This design comes from an exercise in tuning for small area on the open sky130 flow, not from production work. Function was checked by simulation only, so behaviour that the tests miss may differ from the original. Power is estimated from default activity; no workload was simulated.

Setup of old:
==> module BCDtoSSeg, before the edit <==
module BCDtoSSeg (input [4:0] BCD, output [6:0] SSeg);
wire [4:0] j = BCD;
assign SSeg[6] = (~j[2] & j[3]) | (j[0] & j[4]);
assign SSeg[5] = (j[2] & ~j[4]);
assign SSeg[4] = (~j[1] & j[2]);
assign SSeg[3] = (j[1] & ~j[2]) | (~j[2] & j[3]) | (j[0] & j[4]);
assign SSeg[2] = (~j[0] & ~j[4]) | (j[1] & ~j[2]) | (j[1] & j[3]) | (~j[2] & j[3]);
assign SSeg[1] = (j[1] & ~j[2]) | (~j[0] & j[3]);
assign SSeg[0] = (j[1] & ~j[2]) | (~j[2] & j[4]);
endmodule
==> module Temporizador7seg, before the edit <==
module Temporizador7seg (
    input clk,
    input reset,
    input fast_button,
    output [1:0] an,
    output [6:0] sseg,
    output reg bandera
);
    reg [4:0] BCD;
    reg [5:0] counter_seg;    
    reg fast_q;               
    reg freq;
    reg [5:0] segundero;      
    wire wrap = fast_q ? (counter_seg > 6'd10) : (counter_seg[5] & counter_seg[3] & counter_seg[0]);
    wire freq_rise = wrap & ~freq;
    wire seg59 = ~segundero[0] & ~segundero[1] & ~segundero[3] & segundero[4] & ~segundero[5];
    wire seg60 = ~segundero[0] & ~segundero[1] & ~segundero[2] & ~segundero[4] & segundero[5];
    always @(posedge clk) begin
        if (reset | wrap) counter_seg <= 6'd0;
        else counter_seg <= counter_seg + 6'd1;
        if (!wrap) fast_q <= fast_button;
        if (reset) freq <= 1'b0;
        else freq <= freq ^ wrap;
    end
    always @(posedge clk) begin
        if (reset) begin
            segundero <= 6'd0;
            BCD <= 5'd0;
            bandera <= 1'b0;
        end else if (freq_rise) begin
            if (seg60) begin
                segundero <= 6'd0;
                BCD <= {BCD[3:0], ~BCD[4]};
            end else begin
                segundero <= {segundero[4:0], ~(segundero[5] ^ segundero[4])};
                bandera <= seg59 & BCD[4] & ~BCD[3];
            end
        end
    end
    assign an = 2'b10;
    BCDtoSSeg visualizador (.BCD(BCD), .SSeg(sseg));
endmodule
==> flow/config.mk <==
export PLATFORM = sky130hd
export DESIGN_NAME = TamaguchiUpdateNewPro
export DESIGN_NICKNAME = TamaguchiUpdateNewPro
export VERILOG_FILES = /design/flow/design.v
export SDC_FILE = /design/flow/constraint.sdc
export NUM_CORES = 4
export LEC_CHECK = 0
export CAP_MARGIN = 20
export CORE_MARGIN = 2
export CORE_UTILIZATION = 65
export PLACE_DENSITY = 0.75
export SLEW_MARGIN = 20
==> flow/constraint.sdc <==
create_clock -name core_clock -period 10.0 [get_ports {clk}]
set_input_delay 2.0000 -clock core_clock [delete_from_list [all_inputs] [get_ports {clk}]]
set_output_delay 2.0000 -clock core_clock [all_outputs]
set_load 0.01 [all_outputs]
standard.sh (not shown) runs the stock make flow with config.mk's settings and CLKGATE_MAP_FILE= SYNTH_SCRIPT=/design/flow/synth_recipe.tcl, a recipe that flattens the netlist after the stock synthesis.
==> flow/flow/run.sh <==
#!/bin/bash
# Own flow: the standard layout, with three changes:
#  - synthesis maps the logic with an area-oriented ABC script (flow/area.abc)
#    instead of ORFS's abc script; everything before ABC (and so every register,
#    its name and cell) is the standard synthesis;
#  - port buffers are buf_1 (every input and output still gets one);
#  - CTS builds the clock tree from clkbuf_8 and adds no dummy loads.
set -euo pipefail
work=$PWD
export MY_ABC_SCRIPT=$work/flow/area.abc
export FLOW_WORK=$work
sed -e "s#SYNTH_SCRIPT=[^ ]*#SYNTH_SCRIPT=$work/flow/synth.tcl#" standard.sh > $work/synth_std.sh
sed -e "s#\"\${@:-finish}\"#'BUFFER_PORTS_ARGS=-buffer_cell sky130_fd_sc_hd__buf_1' 'CTS_ARGS=-sink_clustering_enable -repair_clock_nets -dont_use_dummy_load -buf_list sky130_fd_sc_hd__clkbuf_8' \"\${@:-finish}\"#" standard.sh > $work/layout_std.sh
bash $work/synth_std.sh synth > $work/synth.log 2>&1
bash $work/layout_std.sh > $work/layout.log 2>&1
==> flow/flow/area.abc <==
strash
dc2
&get -n
&deepsyn -T 300
&put
strash
&get -n
&dch -f
&nf -R 1000
&put
==> flow/flow/synth.tcl <==
# synth_recipe.tcl with one change: ABC runs flow/area.abc in place of the
# script ORFS passes it. The other ABC arguments (liberty, dont_use, constraints)
# are kept.
proc abc {args} {
  set i [lsearch $args -script]
  if {$i >= 0} { set args [lreplace $args [expr {$i+1}] [expr {$i+1}] $::env(MY_ABC_SCRIPT)] }
  yosys abc {*}$args
}
source $::env(FLOW_WORK)/synth_recipe.tcl
The following lists how new was set up differently from old:
--- a/flow/design.v
+++ b/flow/design.v
@@ -1,12 +1,12 @@
-module BCDtoSSeg (input [4:0] BCD, output [6:0] SSeg);
-wire [4:0] j = BCD;
-assign SSeg[6] = (~j[2] & j[3]) | (j[0] & j[4]);
-assign SSeg[5] = (j[2] & ~j[4]);
-assign SSeg[4] = (~j[1] & j[2]);
-assign SSeg[3] = (j[1] & ~j[2]) | (~j[2] & j[3]) | (j[0] & j[4]);
-assign SSeg[2] = (~j[0] & ~j[4]) | (j[1] & ~j[2]) | (j[1] & j[3]) | (~j[2] & j[3]);
-assign SSeg[1] = (j[1] & ~j[2]) | (~j[0] & j[3]);
-assign SSeg[0] = (j[1] & ~j[2]) | (~j[2] & j[4]);
+module BCDtoSSeg (input [3:0] BCD, output [6:0] SSeg);
+wire [3:0] b = BCD;
+assign SSeg[6] = (b[0] & ~b[1] & ~b[2] & ~b[3]) | (~b[0] & ~b[1] & b[2]);
+assign SSeg[5] = (b[0] & ~b[1] & b[2]) | (~b[0] & b[1] & b[2]);
+assign SSeg[4] = (~b[0] & b[1] & ~b[2]);
+assign SSeg[3] = (b[0] & ~b[1] & ~b[2] & ~b[3]) | (~b[0] & ~b[1] & b[2]) | (b[0] & b[1] & b[2]);
+assign SSeg[2] = (b[0]) | (~b[1] & b[2]);
+assign SSeg[1] = (b[0] & ~b[2] & ~b[3]) | (b[1] & ~b[2]) | (b[0] & b[1]);
+assign SSeg[0] = (~b[1] & ~b[2] & ~b[3]) | (b[0] & b[1] & b[2]);
 endmodule
 module Temporizador7seg (
     input clk,
@@ -16,7 +16,7 @@
     output [6:0] sseg,
     output reg bandera
 );
-    reg [4:0] BCD;
+    reg [3:0] BCD;
     reg [5:0] counter_seg;    
     reg fast_q;               
     reg freq;
@@ -35,15 +35,15 @@
     always @(posedge clk) begin
         if (reset) begin
             segundero <= 6'd0;
-            BCD <= 5'd0;
+            BCD <= 4'd9;
             bandera <= 1'b0;
         end else if (freq_rise) begin
             if (seg60) begin
                 segundero <= 6'd0;
-                BCD <= {BCD[3:0], ~BCD[4]};
+                BCD <= (BCD == 4'd0) ? 4'd9 : BCD - 4'd1;
             end else begin
                 segundero <= {segundero[4:0], ~(segundero[5] ^ segundero[4])};
-                bandera <= seg59 & BCD[4] & ~BCD[3];
+                bandera <= seg59 & (BCD == 4'd0);
             end
         end
     end
==> notes.md <==
- new vs old: die area up in new
- Compared with old, in new cell area reported after detailed placement moved up, sequential share of the synthesized area saw a decrease, critical path depth went up, internal power of the cells held, via count increased by about 5% relative to the old numbers.
- According to the power report, total power for new is higher than for old.

## static timing again, ports no longer ideal
The flow's constraints put no driver on any port. The routed layouts listed below were extracted and timed again, unchanged, in two steps.
Step 1: set_driving_cell puts a clkbuf_16 on clk and a buf_2 on each other input, an assumption about the parent block.
Step 2 adds t to the input delays and takes it off the output delays; t is the mean of the earliest and latest rising clock arrival at the registers after step 1. Input paths then give back, and output paths get back, about the clock's delay inside the block.
Three values: ideal ports, drivers, drivers and shift; two values: the first two.
| run | t (ns) | setup slack, ns | worst setup path at the end | slew at the worst register clock pin (ns) |
|---|---|---|---|---|
| old | 0.371 | 3.341 / 3.303 / 3.675 | register to output | 0.09 / 0.09 |
| new | 0.381 | 3.068 / 3.039 / 3.419 | register to output | 0.09 / 0.09 |
After both steps every run listed still meets setup and hold.
